What follows belongs to an exercise in optimizing a design on an open flow for small area and a short achievable clock period; a production flow would make more cautious choices. RTL that was checked went through simulation tests only; none was proved equivalent to the original. Power is estimated from default activity; no workload was simulated.

==> flow/design.v <==
`timescale 1ns/1ps
module fifo #(
    parameter N = 32,
    parameter depth = 3  
)(
    input wire clk,
    input wire reset,
    input wire wr_en,
    input wire rd_en,
    input [N-1:0] din,
    output reg [N-1:0] dout,
    output reg full,
    output wire empty
);
    localparam DEPTH = 2**depth;
    reg [depth-1:0] wr_ptr, rd_ptr;
    reg [N-1:0] mem [0:DEPTH-1];
    reg nfull, empty_i, empty_q_n;
    assign empty = ~empty_q_n;
    wire wr_fire_n = ~(wr_en & nfull);
    wire rd_fire_n = ~(rd_en & ~empty_i);
    wire wr_fire = ~wr_fire_n;
    wire rd_fire = ~rd_fire_n;
    wire [depth-1:0] wr_ptr_inc = {wr_ptr[2] ^ (wr_ptr[1] & wr_ptr[0]), wr_ptr[1] ^ wr_ptr[0], ~wr_ptr[0]};
    wire [depth-1:0] rd_ptr_inc = {rd_ptr[2] ^ (rd_ptr[1] & rd_ptr[0]), rd_ptr[1] ^ rd_ptr[0], ~rd_ptr[0]};
    wire [DEPTH-1:0] wsel, rsel;
    fifo_dec3 u_wdec (.en_n(wr_fire_n), .p(wr_ptr), .y(wsel));
    fifo_dec3 u_rdec (.en_n(rd_fire_n), .p(rd_ptr), .y(rsel));
    wire [N-1:0] dout_nx;
    wire [N-1:0] g0, g1, g2;
    genvar b;
    generate
        for (b = 0; b < N; b = b + 1) begin : rd
            fifo_aoi222 u0 (.a1(rsel[0]), .a2(mem[0][b]), .b1(rsel[1]), .b2(mem[1][b]),
                            .c1(rsel[2]), .c2(mem[2][b]), .y(g0[b]));
            fifo_aoi222 u1 (.a1(rsel[3]), .a2(mem[3][b]), .b1(rsel[4]), .b2(mem[4][b]),
                            .c1(rsel[5]), .c2(mem[5][b]), .y(g1[b]));
            fifo_aoi222 u2 (.a1(rsel[6]), .a2(mem[6][b]), .b1(rsel[7]), .b2(mem[7][b]),
                            .c1(rd_fire_n), .c2(dout[b]), .y(g2[b]));
            fifo_nand3 u3 (.a(g0[b]), .b(g1[b]), .c(g2[b]), .y(dout_nx[b]));
        end
    endgenerate
    integer i;
    always @(posedge clk) begin
        for (i = 0; i < DEPTH; i = i + 1)
            if (wsel[i])
                mem[i] <= din;
    end
    wire full_nx  = rd_fire_n & (~nfull  | (wr_fire & (wr_ptr_inc == rd_ptr)));
    wire empty_nx = wr_fire_n & (empty_i | (rd_fire & (rd_ptr_inc == wr_ptr)));
    always @(posedge clk or posedge reset) begin
        if (reset) begin
            wr_ptr <= 0;
            rd_ptr <= 0;
            dout   <= 0;
            full   <= 1'b0;
            empty_q_n <= 1'b0;
            nfull  <= 1'b1;
            empty_i <= 1'b1;
        end else begin
            if (wr_fire)
                wr_ptr <= wr_ptr_inc;
            if (rd_fire)
                rd_ptr <= rd_ptr_inc;
            dout   <= dout_nx;
            full   <= full_nx;
            empty_q_n <= ~empty_nx;
            nfull  <= ~full_nx;
            empty_i <= empty_nx;
        end
    end
endmodule
module fifo_aoi222 (
    input wire a1, a2, b1, b2, c1, c2,
    output wire y
);
    assign y = ~((a1 & a2) | (b1 & b2) | (c1 & c2));
endmodule
module fifo_nand3 (
    input wire a, b, c,
    output wire y
);
    assign y = ~(a & b & c);
endmodule
module fifo_dec3 (
    input wire en_n,
    input wire [2:0] p,
    output wire [7:0] y
);
    wire [2:0] pn;
    wire [3:0] lo_n;
    fifo_inv  i0 (.a(p[0]), .y(pn[0]));
    fifo_inv  i1 (.a(p[1]), .y(pn[1]));
    fifo_inv  i2 (.a(p[2]), .y(pn[2]));
    fifo_nand2 l0 (.a(pn[0]), .b(pn[1]), .y(lo_n[0]));
    fifo_nand2 l1 (.a(p[0]),  .b(pn[1]), .y(lo_n[1]));
    fifo_nand2 l2 (.a(pn[0]), .b(p[1]),  .y(lo_n[2]));
    fifo_nand2 l3 (.a(p[0]),  .b(p[1]),  .y(lo_n[3]));
    genvar k;
    generate
        for (k = 0; k < 4; k = k + 1) begin : o
            fifo_nor3 lo (.a(en_n), .b(lo_n[k]), .c(p[2]),  .y(y[k]));
            fifo_nor3 hi (.a(en_n), .b(lo_n[k]), .c(pn[2]), .y(y[k+4]));
        end
    endgenerate
endmodule
module fifo_nand2 (
    input wire a, b,
    output wire y
);
    assign y = ~(a & b);
endmodule
module fifo_nor3 (
    input wire a, b, c,
    output wire y
);
    assign y = ~(a | b | c);
endmodule
module fifo_inv (
    input wire a,
    output wire y
);
    assign y = ~a;
endmodule
export LEC_CHECK = 0
export CAP_MARGIN = 20
export CORE_MARGIN = 2
export CORE_UTILIZATION = 40
export CTS_CLUSTER_DIAMETER = 100
export CTS_CLUSTER_SIZE = 30
export SETUP_SLACK_MARGIN = 1.3
export SLEW_MARGIN = 20
export SYNTH_HIERARCHICAL = 1
export SYNTH_MINIMUM_KEEP_SIZE = 0
create_clock -name core_clock -period 3.0 [get_ports {clk}]
standard.sh (not shown) runs the stock make flow with config.mk's settings and CLKGATE_MAP_FILE= SYNTH_SCRIPT=/design/flow/synth_recipe.tcl, a recipe that flattens the netlist after the stock synthesis.
==> flow/flow/run.sh <==
#!/bin/bash
# Own layout flow: the standard synthesis unchanged, then the standard ORFS
# layout with smaller port buffers and without the delay and oversized buffer cells.
set -euo pipefail

bash standard.sh synth > synth.log 2>&1

platform_dont_use="sky130_fd_sc_hd__probe_p_8 sky130_fd_sc_hd__probec_p_8 sky130_fd_sc_hd__lpflow_bleeder_1 sky130_fd_sc_hd__lpflow_clkbufkapwr_1 sky130_fd_sc_hd__lpflow_clkbufkapwr_16 sky130_fd_sc_hd__lpflow_clkbufkapwr_2 sky130_fd_sc_hd__lpflow_clkbufkapwr_4 sky130_fd_sc_hd__lpflow_clkbufkapwr_8 sky130_fd_sc_hd__lpflow_clkinvkapwr_1 sky130_fd_sc_hd__lpflow_clkinvkapwr_16 sky130_fd_sc_hd__lpflow_clkinvkapwr_2 sky130_fd_sc_hd__lpflow_clkinvkapwr_4 sky130_fd_sc_hd__lpflow_clkinvkapwr_8 sky130_fd_sc_hd__lpflow_decapkapwr_12 sky130_fd_sc_hd__lpflow_decapkapwr_3 sky130_fd_sc_hd__lpflow_decapkapwr_4 sky130_fd_sc_hd__lpflow_decapkapwr_6 sky130_fd_sc_hd__lpflow_decapkapwr_8 sky130_fd_sc_hd__lpflow_inputiso0n_1 sky130_fd_sc_hd__lpflow_inputiso0p_1 sky130_fd_sc_hd__lpflow_inputiso1n_1 sky130_fd_sc_hd__lpflow_inputiso1p_1 sky130_fd_sc_hd__lpflow_inputisolatch_1 sky130_fd_sc_hd__lpflow_isobufsrc_1 sky130_fd_sc_hd__lpflow_isobufsrc_16 sky130_fd_sc_hd__lpflow_isobufsrc_2 sky130_fd_sc_hd__lpflow_isobufsrc_4 sky130_fd_sc_hd__lpflow_isobufsrc_8 sky130_fd_sc_hd__lpflow_isobufsrckapwr_16 sky130_fd_sc_hd__lpflow_lsbuf_lh_hl_isowell_tap_1 sky130_fd_sc_hd__lpflow_lsbuf_lh_hl_isowell_tap_2 sky130_fd_sc_hd__lpflow_lsbuf_lh_hl_isowell_tap_4 sky130_fd_sc_hd__lpflow_lsbuf_lh_isowell_4 sky130_fd_sc_hd__lpflow_lsbuf_lh_isowell_tap_1 sky130_fd_sc_hd__lpflow_lsbuf_lh_isowell_tap_2 sky130_fd_sc_hd__lpflow_lsbuf_lh_isowell_tap_4"
extra_dont_use="sky130_fd_sc_hd__clkdlybuf4s* sky130_fd_sc_hd__dlygate* sky130_fd_sc_hd__dlymetal*"

bash standard.sh \
  "BUFFER_PORTS_ARGS=-buffer_cell sky130_fd_sc_hd__buf_2" \
  "DONT_USE_CELLS=$platform_dont_use $extra_dont_use" \
  finish > layout.log 2>&1
Edit:
--- a/flow/design.v
+++ b/flow/design.v
@@ -14,12 +14,12 @@
 );
     localparam DEPTH = 2**depth;
     reg [depth-1:0] wr_ptr, rd_ptr;
     reg [N-1:0] mem [0:DEPTH-1];
-    reg nfull, empty_i, empty_q_n;
-    assign empty = ~empty_q_n;
-    wire wr_fire_n = ~(wr_en & nfull);
-    wire rd_fire_n = ~(rd_en & ~empty_i);
+    reg nempty;
+    assign empty = ~nempty;
+    wire wr_fire_n = ~(wr_en & ~full);
+    wire rd_fire_n = ~(rd_en & nempty);
     wire wr_fire = ~wr_fire_n;
     wire rd_fire = ~rd_fire_n;
     wire [depth-1:0] wr_ptr_inc = {wr_ptr[2] ^ (wr_ptr[1] & wr_ptr[0]), wr_ptr[1] ^ wr_ptr[0], ~wr_ptr[0]};
     wire [depth-1:0] rd_ptr_inc = {rd_ptr[2] ^ (rd_ptr[1] & rd_ptr[0]), rd_ptr[1] ^ rd_ptr[0], ~rd_ptr[0]};
@@ -45,29 +45,25 @@
         for (i = 0; i < DEPTH; i = i + 1)
             if (wsel[i])
                 mem[i] <= din;
     end
-    wire full_nx  = rd_fire_n & (~nfull  | (wr_fire & (wr_ptr_inc == rd_ptr)));
-    wire empty_nx = wr_fire_n & (empty_i | (rd_fire & (rd_ptr_inc == wr_ptr)));
+    wire full_nx  = rd_fire_n & (full | (wr_fire & (wr_ptr_inc == rd_ptr)));
+    wire empty_nx = wr_fire_n & (~nempty | (rd_fire & (rd_ptr_inc == wr_ptr)));
     always @(posedge clk or posedge reset) begin
         if (reset) begin
             wr_ptr <= 0;
             rd_ptr <= 0;
             dout   <= 0;
             full   <= 1'b0;
-            empty_q_n <= 1'b0;
-            nfull  <= 1'b1;
-            empty_i <= 1'b1;
+            nempty <= 1'b0;
         end else begin
             if (wr_fire)
                 wr_ptr <= wr_ptr_inc;
             if (rd_fire)
                 rd_ptr <= rd_ptr_inc;
             dout   <= dout_nx;
             full   <= full_nx;
-            empty_q_n <= ~empty_nx;
-            nfull  <= ~full_nx;
-            empty_i <= empty_nx;
+            nempty <= ~empty_nx;
         end
     end
 endmodule
 module fifo_aoi222 (
Result: Wire length went up by 2.4%; cell count is unchanged; power went up by 0.73%; via count went up by 0.92%; combinational power hardly moves; worst hold slack gets better by 0.027 ns.
No functional check of the RTL was part of the first run of this note.

afterwards: timing with drivers on the ports:
Ports are ideal in the flow. The routed layouts listed here were re-timed in OpenROAD. Step 1, drivers: a clkbuf_16 drives clk and a buf_2 each remaining input, both assumed. Step 2, shift: input delay + t, output delay - t, t = (earliest + latest rising clock arrival at the registers) / 2. This alone moves slack from input paths to output paths. a / b / c = ideal ports / drivers / drivers and shift; a / b = the first two.
| run | t (ns) | setup WS [ns] | cell pins on the clock port's net |
|---|---|---|---|
| the first run | 0.523 | 1.267 / 1.267 / 1.000 | 1 |
| the second run | 0.532 | 1.280 / 1.230 / 0.917 | 1 |
After both steps every run listed still meets setup and hold. For the second run, which loses most, drivers alone change the setup slack by -0.050 ns; drivers and shift together by -0.363 ns.
